This is an optimization exercise on Yosys and OpenROAD, whose aim is small area and a short achievable clock period, not a production implementation. Only simulation tests tie the RTL to the original design; equivalence was not proved. Power figures rest on the tool's default switching activity, not on a simulated workload.

==> inputs of fjord <==
==> flow/design.v (excerpt) <==
module CPU(clock,reset,MemData,MemOut,rd,wr,PC,IR,MBR,AC,MAR,SR);
export LEC_CHECK = 0
export ABC_AREA = 1
export CAP_MARGIN = 20
export CORE_MARGIN = 2
export CORE_UTILIZATION = 40
export SLEW_MARGIN = 20
create_clock -name core_clock -period 32.0 [get_ports {clock}]
standard.sh (not shown) runs the stock make flow with config.mk's settings and CLKGATE_MAP_FILE= SYNTH_SCRIPT=/design/flow/synth_recipe.tcl, a recipe that flattens the netlist after the stock synthesis.
==> flow/flow/run.sh <==
#!/bin/bash
set -euo pipefail
MARGIN=$(python3 -c "print(round(${FLOW_PERIOD_NS} - 14, 3))")
bash standard.sh SETUP_SLACK_MARGIN=$MARGIN "BUFFER_PORTS_ARGS=-buffer_cell sky130_fd_sc_hd__buf_1" finish > standard_flow.log 2>&1
==> inputs of onyx, as changes to fjord <==
--- a/flow/design.v
+++ b/flow/design.v
@@ -11,37 +11,117 @@
 reg [2:0] state;
 reg signed [15:0] ACr;      
 reg [3:0] SRr;
 reg accSel;                 
 wire [3:0] op = IR[15:12];
 wire       m  = IR[11];
-wire        dv   = (op == 4'h6);            
+wire        ld   = (op == 4'h1);
+wire        sub  = (op == 4'h4);
+wire        ls   = ld | (op == 4'h3) | sub;   
+wire        mul  = (op == 4'h5);
+wire        dv   = (op == 4'h6);
 wire        sa   = ACr[15];
 wire [15:0] lorA;
 assign lorA[0] = 1'b0;
 genvar ga;
 generate
   for (ga = 1; ga < 16; ga = ga + 1) begin : la
     assign lorA[ga] = |ACr[ga-1:0];
   end
 endgenerate
 wire [15:0] absa = {16{dv}} & (ACr ^ ({16{sa}} & lorA));
 reg  [15:0] absAr;
 always @(posedge clock) absAr <= absa;
-wire [15:0] d1   = m ? MemData : {5'b0, IR[10:0]};    
-wire        cin1 = dv & ~d1[15];
-wire [15:0] B1c  = d1 ^ {16{cin1}};
-wire [17:0] d3   = {{2{d1[15]}}, d1} + {d1[15], d1, 1'b0};
-wire [17:0] B3c  = d3 ^ {18{cin1}};
+wire [15:0] d1, B1c;
+wire        cin1;
+wire [4:0] s3_r, s3_q;
+cpu_s3 u_s3(.MemData(MemData), .IRlo(IR[11:0]), .dv(dv), .sub(sub), .absAr(absAr),
+            .ACr(ACr), .d1(d1), .cin1(cin1), .B1c(B1c), .r_out(s3_r), .q_out(s3_q));
 reg [15:0] B1r;
-reg [17:0] B3r;
 reg        cinr, d1s;
 always @(posedge clock)
   if (state == 3'd3) begin
-    B1r <= B1c; B3r <= B3c; cinr <= cin1; d1s <= d1[15];
+    B1r <= B1c; cinr <= cin1; d1s <= d1[15];
   end
+reg [4:0] p1r, p1q;
+always @(posedge clock) begin
+  p1r <= s3_r;
+  p1q <= s3_q;
+end
+wire [13:0] s4_r;
+wire [8:0] s4_q;
+cpu_s4 u_s4(.p1r(p1r), .absAr(absAr), .ACr(ACr), .B1r(B1r), .cinr(cinr), .dv(dv),
+            .r_out(s4_r), .q_out(s4_q));
+reg [13:0] p2r;
+reg [13:0] p2q;
+always @(posedge clock) begin
+  p2r <= s4_r;
+  p2q <= {p1q, s4_q};
+end
+wire [15:0] res;
+wire [3:0]  resf;
+cpu_s0 u_s0(.p2r(p2r), .p2q(p2q), .absAr(absAr), .ACr(ACr), .SRr(SRr), .accSel(accSel),
+            .B1r(B1r), .cinr(cinr), .d1s(d1s), .dv(dv), .mul(mul), .ls(ls), .ld(ld), .sub(sub),
+            .res(res), .resf(resf), .AC(AC), .SR(SR));
+always @(posedge clock) begin
+  if (reset) begin
+    PC <= 0; MAR <= 0; IR <= 0; MBR <= 0; ACr <= 0; MemOut <= 0; SRr <= 0;
+    rd <= 1; wr <= 0;
+    accSel <= 0;
+    state <= 0;
+  end else
+  case (state)
+  0: begin
+    rd <= 1; wr <= 0;
+    MAR <= PC;
+    if (accSel) begin
+      ACr <= res;
+      SRr <= resf;
+    end
+    accSel <= 0;
+    state <= 1;
+  end
+  1: begin
+    rd <= 1; wr <= 0;
+    IR <= MemData;
+    PC <= PC + 1'b1;
+    state <= 2;
+  end
+  2: begin
+    if (m) MAR <= IR[10:0];
+    state <= 3;
+  end
+  3: begin
+    state <= 4;
+    case (op)
+      4'h1, 4'h3, 4'h4, 4'h5, 4'h6: MBR <= d1;
+      4'h2: begin MBR <= ACr; rd <= 0; wr <= 1; end
+      4'h7: begin PC <= MAR; state <= 0; end
+      4'h8: if (SRr[3]) begin PC <= MAR; state <= 0; end
+      default: ;
+    endcase
+  end
+  4: begin
+    state <= 0;
+    case (op)
+      4'h2: MemOut <= MBR;
+      4'h1, 4'h3, 4'h4, 4'h5, 4'h6: accSel <= 1'b1;
+      default: ;
+    endcase
+  end
+  default: state <= 0;
+  endcase
+end
+endmodule
+module cpu_s3(input [15:0] MemData, input [11:0] IRlo, input dv, input sub,
+              input [15:0] absAr, input [15:0] ACr,
+              output [15:0] d1, output cin1, output [15:0] B1c,
+              output [4:0] r_out, output [4:0] q_out);
+assign d1   = IRlo[11] ? MemData : {5'b0, IRlo[10:0]};    
+assign cin1 = (dv & ~d1[15]) | sub;
+assign B1c  = d1 ^ {16{cin1}};
 wire [0:0] x1 = {absAr[15]};
 wire [1:0] t2 = {1'b0, x1} + {1'b0, B1c[0:0]} + {1'd0, cin1};
 wire w3 = t2[1] & (&B1c[15:1]);
 wire w4 = dv ? w3 : ACr[15];
 wire [0:0] r5 = w4 ? t2[0:0] : x1;
 wire [1:0] x6 = {r5[0:0], absAr[14]};
@@ -61,17 +141,18 @@
 wire [3:0] r20 = w19 ? t17[3:0] : x16;
 wire [4:0] x21 = {r20[3:0], absAr[11]};
 wire [5:0] t22 = {1'b0, x21} + {1'b0, B1c[4:0]} + {5'd0, cin1};
 wire w23 = t22[5] & (&B1c[15:5]);
 wire w24 = dv ? w23 : ACr[11];
 wire [4:0] r25 = w24 ? t22[4:0] : x21;
-reg [4:0] p1r, p1q;
-always @(posedge clock) begin
-  p1r <= r25;
-  p1q <= {w3, w8, w13, w18, w23};
-end
+assign r_out = r25;
+assign q_out = {w3, w8, w13, w18, w23};
+endmodule
+module cpu_s4(input [4:0] p1r, input [15:0] absAr, input [15:0] ACr,
+              input [15:0] B1r, input cinr, input dv,
+              output [13:0] r_out, output [8:0] q_out);
 wire w26 = absAr[10] & B1r[0];
 wire w27 = absAr[10] | B1r[0];
 wire w28 = p1r[0] & B1r[1];
 wire w29 = p1r[0] | B1r[1];
 wire w30 = p1r[1] & B1r[2];
 wire w31 = p1r[1] | B1r[2];
@@ -685,98 +766,48 @@
 assign r554[8] = w553 ? (r467[7] ^ (B1r[8] ^ w538)) : r467[7];
 assign r554[9] = w553 ? (r467[8] ^ (B1r[9] ^ w540)) : r467[8];
 assign r554[10] = w553 ? (r467[9] ^ (B1r[10] ^ w542)) : r467[9];
 assign r554[11] = w553 ? (r467[10] ^ (B1r[11] ^ w544)) : r467[10];
 assign r554[12] = w553 ? (r467[11] ^ (B1r[12] ^ w546)) : r467[11];
 assign r554[13] = w553 ? (r467[12] ^ (B1r[13] ^ w548)) : r467[12];
-reg [13:0] p2r;
-reg [13:0] p2q;
-always @(posedge clock) begin
-  p2r <= r554;
-  p2q <= {p1q, w56, w97, w142, w193, w250, w315, w386, w465, w552};
-end
+assign r_out = r554;
+assign q_out = {w56, w97, w142, w193, w250, w315, w386, w465, w552};
+endmodule
+module cpu_s0(input [13:0] p2r, input [13:0] p2q, input [15:0] absAr,
+              input [15:0] ACr, input [3:0] SRr, input accSel,
+              input [15:0] B1r, input cinr, input d1s,
+              input dv, input mul, input ls, input ld, input sub,
+              output [15:0] res, output [3:0] resf, output [15:0] AC, output [3:0] SR);
 wire [14:0] x555 = {p2r[13:0], absAr[1]};
 wire [15:0] t556 = {1'b0, x555} + {1'b0, B1r[14:0]} + {15'd0, cinr};
 wire w557 = t556[15] & (&B1r[15:15]);
 wire w558 = dv ? w557 : ACr[1];
 wire [14:0] r559 = w558 ? t556[14:0] : x555;
-wire [15:0] x560 = {r559[14:0], absAr[0]};
+wire [15:0] x560 = ls ? ({16{~ld}} & ACr) : {r559[14:0], absAr[0]};
 wire [16:0] t561 = {1'b0, x560} + {1'b0, B1r[15:0]} + {16'd0, cinr};
 wire w562 = t561[16] & 1'b1;
-wire w563 = dv ? w562 : ACr[0];
+wire lastc = t561[16];     
+wire w563 = dv ? w562 : (~mul | ACr[0]);
 wire [15:0] r564 = w563 ? t561[15:0] : x560;
 wire [15:0] qu = {p2q, w557, w562};
 wire [15:0] prod = r564;             
+wire        sa   = ACr[15];
 wire        dz   = cinr & (&B1r);           
 wire        negq = sa ^ d1s;
 wire [15:0] lowor;
 assign lowor[0] = 1'b0;
 genvar gi;
 generate
   for (gi = 1; gi < 16; gi = gi + 1) begin : lo
     assign lowor[gi] = |qu[gi-1:0];
   end
 endgenerate
 wire [15:0] quot  = dz ? 16'd0 : (qu ^ ({16{negq}} & lowor));
-wire [15:0] res   = dv ? quot : prod;
+assign      res   = dv ? quot : prod;
 wire        resz  = dv ? (dz | ~|qu) : ~|prod;
+wire        as_   = ls & ~ld;
+wire        resc  = as_ & (lastc ^ sub);
+wire        resv  = as_ & (ACr[15] == B1r[15]) & (prod[15] != ACr[15]);
+assign      resf  = {resz, res[15], resc, resv};
 assign AC = accSel ? res : ACr;
-assign SR = accSel ? {resz, res[15], 2'b00} : SRr;
-wire        sub  = (op == 4'h4);
-wire [15:0] bop  = MBR ^ {16{sub}};
-wire [16:0] sum  = {1'b0,ACr} + {1'b0,bop} + {16'd0,sub};
-wire        as_c = sum[16] ^ sub;                                   
-wire        as_v = (ACr[15] == bop[15]) && (sum[15] != ACr[15]);    
-wire        ld  = (op == 4'h1);
-wire [15:0] acn = ld ? MBR : sum[15:0];
-wire [1:0]  cv  = ld ? 2'b00 : {as_c, as_v};
-always @(posedge clock) begin
-  if (reset) begin
-    PC <= 0; MAR <= 0; IR <= 0; MBR <= 0; ACr <= 0; MemOut <= 0; SRr <= 0;
-    rd <= 1; wr <= 0;
-    accSel <= 0;
-    state <= 0;
-  end else
-  case (state)
-  0: begin
-    rd <= 1; wr <= 0;
-    MAR <= PC;
-    if (accSel) begin
-      ACr <= res;
-      SRr <= {resz, res[15], 2'b00};
-    end
-    accSel <= 0;
-    state <= 1;
-  end
-  1: begin
-    rd <= 1; wr <= 0;
-    IR <= MemData;
-    PC <= PC + 1'b1;
-    state <= 2;
-  end
-  2: begin
-    if (m) MAR <= IR[10:0];
-    state <= 3;
-  end
-  3: begin
-    state <= 4;
-    case (op)
-      4'h1, 4'h3, 4'h4, 4'h5, 4'h6: MBR <= d1;
-      4'h2: begin MBR <= ACr; rd <= 0; wr <= 1; end
-      4'h7: begin PC <= MAR; state <= 0; end
-      4'h8: if (SRr[3]) begin PC <= MAR; state <= 0; end
-      default: ;
-    endcase
-  end
-  4: begin
-    state <= 0;
-    case (op)
-      4'h1, 4'h3, 4'h4: begin ACr <= acn; SRr <= {acn == 16'd0, acn[15], cv}; end
-      4'h2: MemOut <= MBR;
-      4'h5, 4'h6: accSel <= 1'b1;
-      default: ;
-    endcase
-  end
-  default: state <= 0;
-  endcase
-end
+assign SR = accSel ? resf : SRr;
 endmodule
==> flow/flow/run.sh (replaced) <==
#!/bin/bash
set -euo pipefail
MARGIN=$(python3 -c "print(round(${FLOW_PERIOD_NS} - 13, 3))")
bash standard.sh SETUP_SLACK_MARGIN=$MARGIN "BUFFER_PORTS_ARGS=-buffer_cell sky130_fd_sc_hd__buf_1" finish > standard_flow.log 2>&1
Settings changed: SYNTH_HIERARCHICAL from default to 1.
==> comparison table <==
| quantity | fjord | onyx |
|---|---|---|
| Xor-xnor portion of the synthesized cell area | 0.07764 | 0.04701 |
| Met1 track demand over resource in global routing | 0.3195 | 0.3296 |
| Non-Filler Instances | 3,202 | 3,484 |
| Simple-gate share of the synthesized area | 0.3552 | 0.4341 |
| Crit path max-delay cell type | sky130_fd_sc_hd__or4_4 | sky130_fd_sc_hd__buf_4 |
| Power Clock | 0.000204 W | 0.000208 W |
| Register share of total power | 0.316 | 0.376 |
| Buffering overhead | 0.06028 | 0.04280 |
| Start point of the worst hold path | p1q[3] | p1q[2] |
| Most area-hungry cell type in the Yosys netlist | sky130_fd_sc_hd__dfxtp_1 | sky130_fd_sc_hd__nand2_1 |
| Result of the run | complete, no violations | complete, no violations |
| Met2 track demand over resource in global routing | 0.4341 | 0.4580 |
| Filler cell count in the final layout | 4,173 | 4,553 |
| Number of clock-tree buffers in the layout | 22 | 19 |
| Gate power share | 0.411 | 0.280 |
| Area fraction in compound gates after synthesis | 0.1543 | 0.1192 |
| Switching power as a share of total power | 0.4079 | 0.3661 |
| Portion of synthesized cell area occupied by the leading cell type | 0.1861 | 0.2157 |
| Max Freq | 0.07265 GHz | 0.07924 GHz |
| Crit path buf inv count | 4 | 8 |
| Data arrival time of the critical path | 7.36 ns | 6.22 ns |
| Logic power comb | 0.000308 W | 0.000170 W |
| Overall routing resource usage | 0.2527 | 0.2620 |
| DR vias | 16,980 | 18,410 |

## afterwards: timing with drivers on the ports
The flow's constraints put no driver on any port. The routed layouts listed below were extracted and timed again, unchanged, in two steps.
Step 1, drivers: a clkbuf_16 drives clock and a buf_2 each remaining input, both assumed.
Step 2 moves the port delays by t, midway between the first and last clock arrival at a register: inputs arrive t later, outputs are due t later. That takes back most of the time a late clock gives input paths.
Slacks: ideal ports / drivers / drivers and shift; pairs: ideal ports / drivers.
| run | shift t [ns] | setup WS [ns] | cell pins on the clock port's net |
|---|---|---|---|
| fjord | 0.496 | 18.236 / 18.184 / 18.225 | 1 |
| onyx | 0.493 | 19.380 / 19.324 / 19.248 | 1 |
After both steps setup and hold are still met in every run listed. For onyx, which loses most, drivers alone change the setup slack by -0.056 ns; drivers and shift together by -0.132 ns.
